What follows belongs to an exercise in optimizing a design on an open flow for small area; a production flow would make more cautious choices. Only simulation tests tie the RTL to the original design; equivalence was not proved.

==> flow/design.v (excerpt) <==
module hdcp_cipher(
		   input wire    clk,
		   input         reset,
		   input [55:0]  Km,               
		   input [63:0]  An,               
		   input         hdcpBlockCipher_init,  
		   input         authentication,   
		   input         hdcpRekeyCipher,  
		   input         hdcpStreamCipher, 
		   output [23:0] pr_data,          
		   output reg    stream_ready      
		   );
   wire 			 lfsr_out;
   wire [23:0] 			 ostream;
   wire [55:0] 			 Bcur;
   wire [55:0] 			 Kcur;
   reg 				 run;        
   reg 				 is_init;    
   reg [6:0] 			 cnt;
   reg 				 adv_s;      
   reg 				 auth_mode;
   reg [55:0] 			 Ks;
   reg 				 ks_v;       
   reg [63:0] 			 Mi;
   reg 				 mi_v;       
   wire start_init  = hdcpBlockCipher_init & ~run;
   wire start_rekey = hdcpRekeyCipher & ~hdcpBlockCipher_init & stream_ready & ~run;
   wire start = start_init | start_rekey;
   wire k_ge56 = cnt[6] | (cnt[5] & cnt[4] & cnt[3]);
   wire win_init = (cnt >= 7'd3) & (cnt <= 7'd50);
   wire win_rekey = k_ge56 & (cnt <= 7'd111);
   wire advance = adv_s | (run & (win_init | win_rekey));
   wire rekey = run & k_ge56;
   wire k1 = run & (cnt == 7'd1);
   wire loadK = run & ((cnt == 7'd2) | (cnt == 7'd53));
   wire catchup = run & (cnt == 7'd52);
   wire ks_we = run & auth_mode & (cnt == 7'd53);
   wire load_lfsr = run & (cnt == 7'd54);
   wire mi_sh = run & is_init & (cnt >= 7'd109) & (cnt <= 7'd112);
   wire fin = run & (is_init ? (cnt == 7'd113) : (cnt == 7'd111));
   wire ready_nx = run ? fin : (stream_ready & ~start_rekey);
   always @(posedge clk or posedge reset) begin
      if( reset ) begin
	 run <= 1'b0;
	 stream_ready <= 1'b0;
	 adv_s <= 1'b0;
	 ks_v <= 1'b0;
	 mi_v <= 1'b0;
      end else begin
	 if( start )
	   run <= 1'b1;
	 else if( fin )
	   run <= 1'b0;
	 stream_ready <= ready_nx;
	 adv_s <= hdcpStreamCipher & ready_nx;
	 if( ks_we )
	   ks_v <= 1'b1;
  ...
export LEC_CHECK = 0
export CAP_MARGIN = 20
export CORE_MARGIN = 2
export CORE_UTILIZATION = 40
export CTS_BUF_LIST = sky130_fd_sc_hd__clkbuf_8
export CTS_CLUSTER_DIAMETER = 50
export CTS_CLUSTER_SIZE = 14
export SLEW_MARGIN = 20
create_clock -name core_clock -period 4.0 [get_ports {clk}]
standard.sh (not shown) runs the stock make flow with config.mk's settings and CLKGATE_MAP_FILE= SYNTH_SCRIPT=/design/flow/synth_recipe.tcl, a recipe that flattens the netlist after the stock synthesis.
==> flow/flow/run.sh <==
#!/bin/bash
# The standard synthesis, then an area-oriented re-mapping of the
# combinational logic (the flip-flops are kept as they are, with their
# names and cell types), then the standard layout with plain buf_1
# cells as the port buffers.
set -euo pipefail
W=$PWD
RES=$W/orfs/results/sky130hd/hdcp_cipher/base
LIB=$FLOW_HOME/platforms/sky130hd/lib/sky130_fd_sc_hd__tt_025C_1v80.lib

# 1. standard synthesis (up to the Yosys netlist)
bash standard.sh $RES/1_2_yosys.v > synth_standard.log 2>&1
cp $RES/1_2_yosys.v $W/netlist_standard.v

# 2. re-map the combinational logic for area
grep -oE "^\s*sky130_fd_sc_hd__\w+" $W/netlist_standard.v | tr -d ' ' | sort -u > $W/cells_used.txt
python3 $W/flow/mkcells.py $LIB $W/cells_used.txt > $W/cell_models.v
printf 'set_driving_cell sky130_fd_sc_hd__buf_1\nset_load 5\n' > $W/abc.constr
sed -e "s#@LIB@#$LIB#g" -e "s#@W@#$W#g" $W/flow/resyn.ys > $W/resyn_run.ys
yosys -s $W/resyn_run.ys > $W/resyn.log 2>&1
cp $W/netlist_resyn.v $RES/1_2_yosys.v

# 3. the rest of the standard flow
export BUFFER_PORTS_ARGS="-buffer_cell sky130_fd_sc_hd__buf_1"
bash standard.sh > standard.log 2>&1
==> flow/flow/resyn.abc <==
strash
dc2
dch -f
amap
==> flow/flow/resyn.ys <==
read_verilog @W@/cell_models.v
read_verilog @W@/netlist_standard.v
hierarchy -top hdcp_cipher
flatten
hierarchy -top hdcp_cipher
read_liberty -lib -ignore_redef @LIB@
techmap
opt -purge
abc -liberty @LIB@ -dont_use sky130_fd_sc_hd__probe_p_8 -dont_use sky130_fd_sc_hd__probec_p_8 -dont_use *lpflow* -constr @W@/abc.constr -script @W@/flow/resyn.abc
splitnets
opt_clean -purge
hilomap -singleton -hicell sky130_fd_sc_hd__conb_1 HI -locell sky130_fd_sc_hd__conb_1 LO
insbuf -buf sky130_fd_sc_hd__buf_4 A X
check -assert -mapped
stat -liberty @LIB@
write_verilog -noattr -nohex -nodec @W@/netlist_resyn.v
Other scripts of this flow, unchanged in this note and not shown: flow/flow/mkcells.py
Then changed:
--- a/flow/flow/run.sh
+++ b/flow/flow/run.sh
@@ -3,4 +3,5 @@
 # combinational logic (the flip-flops are kept as they are, with their
-# names and cell types), then the standard layout with plain buf_1
-# cells as the port buffers.
+# names and cell types; a few ABC scripts are tried and the smallest
+# netlist is kept), then the standard layout with plain buf_1 cells
+# as the port buffers.
 set -euo pipefail
@@ -18,5 +19,18 @@
 printf 'set_driving_cell sky130_fd_sc_hd__buf_1\nset_load 5\n' > $W/abc.constr
-sed -e "s#@LIB@#$LIB#g" -e "s#@W@#$W#g" $W/flow/resyn.ys > $W/resyn_run.ys
-yosys -s $W/resyn_run.ys > $W/resyn.log 2>&1
-cp $W/netlist_resyn.v $RES/1_2_yosys.v
+for i in 1 2 3 4; do
+  sed -e "s#@LIB@#$LIB#g" -e "s#@W@#$W#g" -e "s#@ABC@#$W/flow/resyn$i.abc#" \
+      -e "s#@OUT@#$W/netlist_resyn$i.v#" $W/flow/resyn.ys > $W/resyn$i.ys
+  yosys -s $W/resyn$i.ys > $W/resyn$i.log 2>&1 &
+done
+wait || true
+best=""; bestarea=""
+for i in 1 2 3 4; do
+  if [[ -f $W/netlist_resyn$i.v ]]; then
+    a=$(grep "Chip area" $W/resyn$i.log | tail -1 | awk '{print $NF}')
+    echo "script $i: area $a" >> $W/resyn_choice.log
+    if [[ -z "$best" ]] || awk "BEGIN{exit !($a < $bestarea)}"; then best=$i; bestarea=$a; fi
+  fi
+done
+echo "chosen: script $best ($bestarea)" >> $W/resyn_choice.log
+cp $W/netlist_resyn$best.v $RES/1_2_yosys.v
 
==> flow/flow/resyn.ys (replaced) <==
read_verilog @W@/cell_models.v
read_verilog @W@/netlist_standard.v
hierarchy -top hdcp_cipher
flatten
hierarchy -top hdcp_cipher
rename -hide w:_*_.*
read_liberty -lib -ignore_redef @LIB@
techmap
opt -purge
abc -liberty @LIB@ -dont_use sky130_fd_sc_hd__probe_p_8 -dont_use sky130_fd_sc_hd__probec_p_8 -dont_use *lpflow* -constr @W@/abc.constr -script @ABC@
splitnets
opt_clean -purge
hilomap -singleton -hicell sky130_fd_sc_hd__conb_1 HI -locell sky130_fd_sc_hd__conb_1 LO
insbuf -buf sky130_fd_sc_hd__buf_4 A X
check -assert -mapped
stat -liberty @LIB@
write_verilog -noattr -nohex -nodec @OUT@
==> flow/flow/resyn1.abc (new file) <==
strash
dc2
dch -f
amap
==> flow/flow/resyn2.abc (new file) <==
&get -n
&st
&b
&dc2
&put
dch -f
amap
==> flow/flow/resyn3.abc (new file) <==
&get -n
&st
&syn2
&dc2
&put
dch -f
amap
==> flow/flow/resyn4.abc (new file) <==
&get -n
&st
&b
&syn2
&dc2
&put
dch -f
amap
removed: flow/flow/resyn.abc
Effect:
- die area came out lower by a few percent
- via count came out lower by a few percent
Then changed:
==> flow/flow/run.sh (replaced) <==
#!/bin/bash
# The standard synthesis, then an area-oriented re-mapping of the
# combinational logic (the flip-flops are kept as they are, with their
# names and cell types), then the standard layout with plain buf_1
# cells as the port buffers.
set -euo pipefail
W=$PWD
RES=$W/orfs/results/sky130hd/hdcp_cipher/base
LIB=$FLOW_HOME/platforms/sky130hd/lib/sky130_fd_sc_hd__tt_025C_1v80.lib

# 1. standard synthesis (up to the Yosys netlist)
bash standard.sh $RES/1_2_yosys.v > synth_standard.log 2>&1
cp $RES/1_2_yosys.v $W/netlist_standard.v

# 2. re-map the combinational logic for area
grep -oE "^\s*sky130_fd_sc_hd__\w+" $W/netlist_standard.v | tr -d ' ' | sort -u > $W/cells_used.txt
python3 $W/flow/mkcells.py $LIB $W/cells_used.txt > $W/cell_models.v
printf 'set_driving_cell sky130_fd_sc_hd__buf_1\nset_load 5\n' > $W/abc.constr
sed -e "s#@LIB@#$LIB#g" -e "s#@W@#$W#g" $W/flow/resyn.ys > $W/resyn_run.ys
yosys -s $W/resyn_run.ys > $W/resyn.log 2>&1
cp $W/netlist_resyn.v $RES/1_2_yosys.v

# 3. the rest of the standard flow
export BUFFER_PORTS_ARGS="-buffer_cell sky130_fd_sc_hd__buf_1"
bash standard.sh > standard.log 2>&1
==> flow/flow/resyn.abc (new file) <==
strash
dc2
dch -f
amap
--- a/flow/flow/resyn.ys
+++ b/flow/flow/resyn.ys
@@ -9,3 +9,3 @@
 opt -purge
-abc -liberty @LIB@ -dont_use sky130_fd_sc_hd__probe_p_8 -dont_use sky130_fd_sc_hd__probec_p_8 -dont_use *lpflow* -constr @W@/abc.constr -script @ABC@
+abc -liberty @LIB@ -dont_use sky130_fd_sc_hd__probe_p_8 -dont_use sky130_fd_sc_hd__probec_p_8 -dont_use *lpflow* -constr @W@/abc.constr -script @W@/flow/resyn.abc
 splitnets
@@ -16,2 +16,2 @@
 stat -liberty @LIB@
-write_verilog -noattr -nohex -nodec @OUT@
+write_verilog -noattr -nohex -nodec @W@/netlist_resyn.v
Settings changed: CAP_MARGIN 20 to 5, SLEW_MARGIN 20 to 5.
removed: flow/flow/resyn1.abc
removed: flow/flow/resyn2.abc
removed: flow/flow/resyn3.abc
removed: flow/flow/resyn4.abc
=> The new run finished clean; hold slack improved by 0.0099 ns; die area is higher by about 1.3%; clock skew rises by 0.0076 ns.
Then changed:
Settings changed: CAP_MARGIN 5 to 20, SLEW_MARGIN 5 to 20.
Result:
- The new run passed the timing, DRC and antenna checks
- count of clock-buffer cells in the layout does not change
- via count is unchanged
- area after synthesis is unchanged
- routed wire length is unchanged
- maximum frequency is unchanged
- cell area is unchanged
- clock skew does not change
Then changed:
Settings changed: CTS_BUF_LIST sky130_fd_sc_hd__clkbuf_8 to sky130_fd_sc_hd__clkbuf_4, CTS_CLUSTER_DIAMETER 50 to 40, CTS_CLUSTER_SIZE 14 to 8.
Final area went up by 0.56%.
Setup slack gets worse by 0.041 ns.
Utilization went up by 0.26 points.
Non-clock buffer count went up by 5.
Hold slack gets worse by 0.18 ns.
Final cell count went up by 1.5%.
Clock skew went up by 0.0047 ns.
Area after synthesis does not change.

---

hdcp_cipher, a different RTL version from the one above (not shown whole).
Size in the first run: roughly 2300 cells after synthesis, roughly 150 I/O pins.
==> flow/design.v (excerpt) <==
module hdcp_cipher(
		   input wire    clk,
		   input         reset,
		   input [55:0]  Km,               
		   input [63:0]  An,               
		   input         hdcpBlockCipher_init,  
		   input         authentication,   
		   input         hdcpRekeyCipher,  
		   input         hdcpStreamCipher, 
		   output [23:0] pr_data,          
		   output reg    stream_ready      
		   );
export LEC_CHECK = 0
export CAP_MARGIN = 20
export CORE_MARGIN = 2
export CORE_UTILIZATION = 40
export CTS_BUF_LIST = sky130_fd_sc_hd__clkbuf_8
export CTS_CLUSTER_DIAMETER = 60
export CTS_CLUSTER_SIZE = 20
export SETUP_SLACK_MARGIN = 0.12
export SLEW_MARGIN = 20
create_clock -name core_clock -period 4.0 [get_ports {clk}]
==> flow/flow/run.sh <==
#!/bin/bash
# The standard synthesis, then an area-oriented re-mapping of the
# combinational logic (the flip-flops are kept as they are, with their
# names and cell types; a few ABC scripts are tried and the smallest
# netlist is kept), then the standard layout with plain buf_1 cells
# as the port buffers.
set -euo pipefail
W=$PWD
RES=$W/orfs/results/sky130hd/hdcp_cipher/base
LIB=$FLOW_HOME/platforms/sky130hd/lib/sky130_fd_sc_hd__tt_025C_1v80.lib

# 1. standard synthesis (up to the Yosys netlist)
bash standard.sh $RES/1_2_yosys.v > synth_standard.log 2>&1
cp $RES/1_2_yosys.v $W/netlist_standard.v

# 2. re-map the combinational logic for area
grep -oE "^\s*sky130_fd_sc_hd__\w+" $W/netlist_standard.v | tr -d ' ' | sort -u > $W/cells_used.txt
python3 $W/flow/mkcells.py $LIB $W/cells_used.txt > $W/cell_models.v
printf 'set_driving_cell sky130_fd_sc_hd__buf_1\nset_load 5\n' > $W/abc.constr
for i in 1 2 3 4; do
  sed -e "s#@LIB@#$LIB#g" -e "s#@W@#$W#g" -e "s#@ABC@#$W/flow/resyn$i.abc#" \
      -e "s#@OUT@#$W/netlist_resyn$i.v#" $W/flow/resyn.ys > $W/resyn$i.ys
  yosys -s $W/resyn$i.ys > $W/resyn$i.log 2>&1 &
done
wait || true
best=""; bestarea=""
for i in 1 2 3 4; do
  if [[ -f $W/netlist_resyn$i.v ]]; then
    a=$(grep "Chip area" $W/resyn$i.log | tail -1 | awk '{print $NF}')
    echo "script $i: area $a" >> $W/resyn_choice.log
    if [[ -z "$best" ]] || awk "BEGIN{exit !($a < $bestarea)}"; then best=$i; bestarea=$a; fi
  fi
done
echo "chosen: script $best ($bestarea)" >> $W/resyn_choice.log
cp $W/netlist_resyn$best.v $RES/1_2_yosys.v

# 3. the rest of the standard flow
export BUFFER_PORTS_ARGS="-buffer_cell sky130_fd_sc_hd__buf_1"
bash standard.sh > standard.log 2>&1
Other scripts of this flow, unchanged in this note and not shown: flow/flow/mkcells.py, flow/flow/resyn.ys, flow/flow/resyn1.abc, flow/flow/resyn2.abc, flow/flow/resyn3.abc, flow/flow/resyn4.abc
The starting point ran to the end with no violations.
Change:
- CORE_UTILIZATION: 40 -> 36
- CTS_CLUSTER_DIAMETER: 60 -> 55
- CTS_CLUSTER_SIZE: 20 -> 16
The changed run went through all stages and came out clean.
Synthesized area does not change.
Critical path depth is unchanged.
Clock skew fell by 0.012 ns.
Via count increases by 1.4%.
Fmax rises by 1.4%.
Cell area goes up by 1.5%.
Non-clock buffer count came out higher by 20.
Change:
- CORE_UTILIZATION: 36 -> 40
- PLACE_DENSITY: default -> 0.75
=> The new run went through all stages and came out clean; worst setup slack got worse by 0.083 ns; core utilization is higher by 4.2 points; final cell count is lower by 2.3%; fmax is lower by 2.1%.
Change:
- CTS_BUF_LIST: sky130_fd_sc_hd__clkbuf_8 -> sky130_fd_sc_hd__clkbuf_4 sky130_fd_sc_hd__clkbuf_8 sky130_fd_sc_hd__clkbuf_16
- PLACE_DENSITY: 0.75 -> default
- clock skew barely changes
- clock-buffer cell count is higher by 7
- global-route usage is higher by 0.25 points
- cell area rose by a few percent
- register-to-register slack improves by 0.15 ns
- setup slack gets better by 0.060 ns
- die area is unchanged
- non-clock buffer count went down by 19
Change:
- CTS_BUF_LIST: sky130_fd_sc_hd__clkbuf_4 sky130_fd_sc_hd__clkbuf_8 sky130_fd_sc_hd__clkbuf_16 -> sky130_fd_sc_hd__clkbuf_8
- CTS_CLUSTER_DIAMETER: 55 -> 50
- CTS_CLUSTER_SIZE: 16 -> 14
- SETUP_SLACK_MARGIN: 0.12 -> 0.03
Effect: The changed run completed with no timing, DRC or antenna violations. Synthesized area does not change. Via count climbs by about 0.5%.
Change:
- CTS_CLUSTER_DIAMETER: 50 -> 52
- CTS_CLUSTER_SIZE: 14 -> 22
- SETUP_SLACK_MARGIN: 0.03 -> 0.12
Clock-buffer cell count drops by 2.
Sequential cell count does not change.
Global-route usage is about the same.
Synthesized cell count does not change.
Worst hold slack hardly moves.
Cell count barely changes.
Non-clock buffer count is unchanged.
Final area climbs slightly.

---

hdcp_cipher again, from the RTL that the note above started with.
Design hdcp_cipher, start of the top module:
module hdcp_cipher(
		   input wire    clk,
		   input         reset,
		   input [55:0]  Km,               
		   input [63:0]  An,               
		   input         hdcpBlockCipher_init,  
		   input         authentication,   
		   input         hdcpRekeyCipher,  
		   input         hdcpStreamCipher, 
		   output [23:0] pr_data,          
		   output reg    stream_ready      
		   );
Settings: LEC_CHECK=0, CAP_MARGIN=20, CORE_MARGIN=2, CORE_UTILIZATION=40, CTS_BUF_LIST=sky130_fd_sc_hd__clkbuf_8, CTS_CLUSTER_DIAMETER=55, CTS_CLUSTER_SIZE=16, SETUP_SLACK_MARGIN=0.12, SLEW_MARGIN=20; clock period 4.0 ns.
==> flow/flow/mkcells.py <==
# generate Verilog models: combinational cells as assigns, sequential as blackboxes
import re,sys
lib=open(sys.argv[1]).read()
used=set(open(sys.argv[2]).read().split())
out=[]
# split into cells
for m in re.finditer(r'\n\s*cell\s*\(\s*"?(\w+)"?\s*\)\s*\{', lib):
    pass
pos=[(m.group(1),m.start()) for m in re.finditer(r'\n\s*cell\s*\(\s*"?(\w+)"?\s*\)\s*\{', lib)]
for i,(name,st) in enumerate(pos):
    if name not in used: continue
    en=pos[i+1][1] if i+1<len(pos) else len(lib)
    body=lib[st:en]
    seq = ('ff (' in body) or ('ff(' in body) or ('latch' in body) or ('statetable' in body)
    pins=[]
    for pm in re.finditer(r'\n\s*pin\s*\(\s*"?(\w+)"?\s*\)\s*\{', body):
        pst=pm.end()
        # find direction and function within this pin group (until next pin( )
        nxt=re.search(r'\n\s*pin\s*\(', body[pst:])
        pb=body[pst: pst+nxt.start()] if nxt else body[pst:]
        d=re.search(r'direction\s*:\s*"?(\w+)"?',pb).group(1)
        f=re.search(r'\bfunction\s*:\s*"([^"]*)"',pb)
        pins.append((pm.group(1),d,f.group(1) if f else None))
    ports=', '.join(p[0] for p in pins)
    lines=['module %s(%s);'%(name,ports)]
    for p,d,f in pins:
        lines.append('  %s %s;'%('input' if d=='input' else 'output',p))
    if seq:
        lines[0]='(* blackbox *)\n'+lines[0]
    else:
        for p,d,f in pins:
            if d=='output':
                e=f.replace('!','~')
                e=re.sub(r'\)\s*\(',') & (',e)
                e=re.sub(r'(\w)\s+(?=[\w(~])',r'\1 & ',e)
                lines.append('  assign %s = %s;'%(p,e))
    lines.append('endmodule')
    out.append('\n'.join(lines))
print('\n'.join(out))
==> flow/flow/resyn.ys <==
read_verilog @W@/cell_models.v
read_verilog @W@/netlist_standard.v
hierarchy -top hdcp_cipher
flatten
hierarchy -top hdcp_cipher
rename -hide w:_*_.*
read_liberty -lib -ignore_redef @LIB@
techmap
opt -purge
abc -liberty @LIB@ -dont_use sky130_fd_sc_hd__probe_p_8 -dont_use sky130_fd_sc_hd__probec_p_8 -dont_use *lpflow* -constr @W@/abc.constr -script @ABC@
splitnets
opt_clean -purge
hilomap -singleton -hicell sky130_fd_sc_hd__conb_1 HI -locell sky130_fd_sc_hd__conb_1 LO
insbuf -buf sky130_fd_sc_hd__buf_4 A X
check -assert -mapped
stat -liberty @LIB@
write_verilog -noattr -nohex -nodec @OUT@
==> flow/flow/resyn1.abc <==
strash
dc2
dch -f
amap
==> flow/flow/resyn2.abc <==
&get -n
&st
&b
&dc2
&put
dch -f
amap
==> flow/flow/resyn3.abc <==
&get -n
&st
&syn2
&dc2
&put
dch -f
amap
==> flow/flow/resyn4.abc <==
&get -n
&st
&b
&syn2
&dc2
&put
dch -f
amap
Scripts as last shown in full above: flow/flow/run.sh
The first run produced a clean layout.
Rerun with:
Settings changed: CTS_CLUSTER_DIAMETER 55 to 50, CTS_CLUSTER_SIZE 16 to 14.
Effect: Flip-flop and latch count stays the same; wire length stays flat; die area does not change; via count goes up slightly; register-to-register slack is worse by 0.07 ns; final area is about the same.

==> port drivers added, routing unchanged <==
In the flow no input, the clock included, has a driving cell. The finished layouts below were timed again as built, in two steps. Step 1: set_driving_cell puts a clkbuf_16 on clk and a buf_2 on each other input, an assumption about the parent block. Step 2 times the ports against the registers' clock, not the clock port: input delays grow and output delays shrink by t, the midpoint of the rising clock arrivals with the driver on. Three values: no drivers, after step 1, after step 2; two values: the first two.
run	t (ns)	setup slack, ns	hold WS [ns]	worst setup path after step 2
the first run of note 1	0.738	0.086 / 0.027 / 0.420	0.275 / 0.236 / 0.459	register to register
the second run of note 1	0.732	0.041 / -0.014 / 0.320	0.286 / 0.255 / 0.453	register to register
the third run of note 1	0.723	0.105 / 0.048 / 0.189	0.296 / 0.264 / 0.456	register to register
the fourth run of note 1	0.723	0.105 / 0.048 / 0.189	0.296 / 0.264 / 0.456	register to register
the fifth run of note 1	0.888	0.063 / 0.004 / 0.212	0.119 / 0.084 / 0.449	register to register
the first run of note 2	0.691	0.145 / 0.089 / 0.492	0.330 / 0.307 / 0.450	register to register
the second run of note 2	0.692	0.198 / 0.142 / 0.483	0.022 / -0.014 / 0.448	register to register
the third run of note 2	0.681	0.115 / 0.062 / 0.330	0.342 / 0.317 / 0.436	register to register
the fourth run of note 2	0.638	0.175 / 0.117 / 0.475	0.054 / 0.016 / 0.446	register to register
the fifth run of note 2	0.697	0.112 / 0.056 / 0.483	0.318 / 0.296 / 0.449	register to register
the sixth run of note 2	0.696	0.157 / 0.103 / 0.435	0.320 / 0.299 / 0.448	register to register
the first run of note 3	0.700	0.174 / 0.118 / 0.473	0.315 / 0.292 / 0.449	register to register
the second run of note 3	0.702	0.102 / 0.046 / 0.397	0.315 / 0.293 / 0.448	register to register
After both steps setup and hold are still met in every run listed.
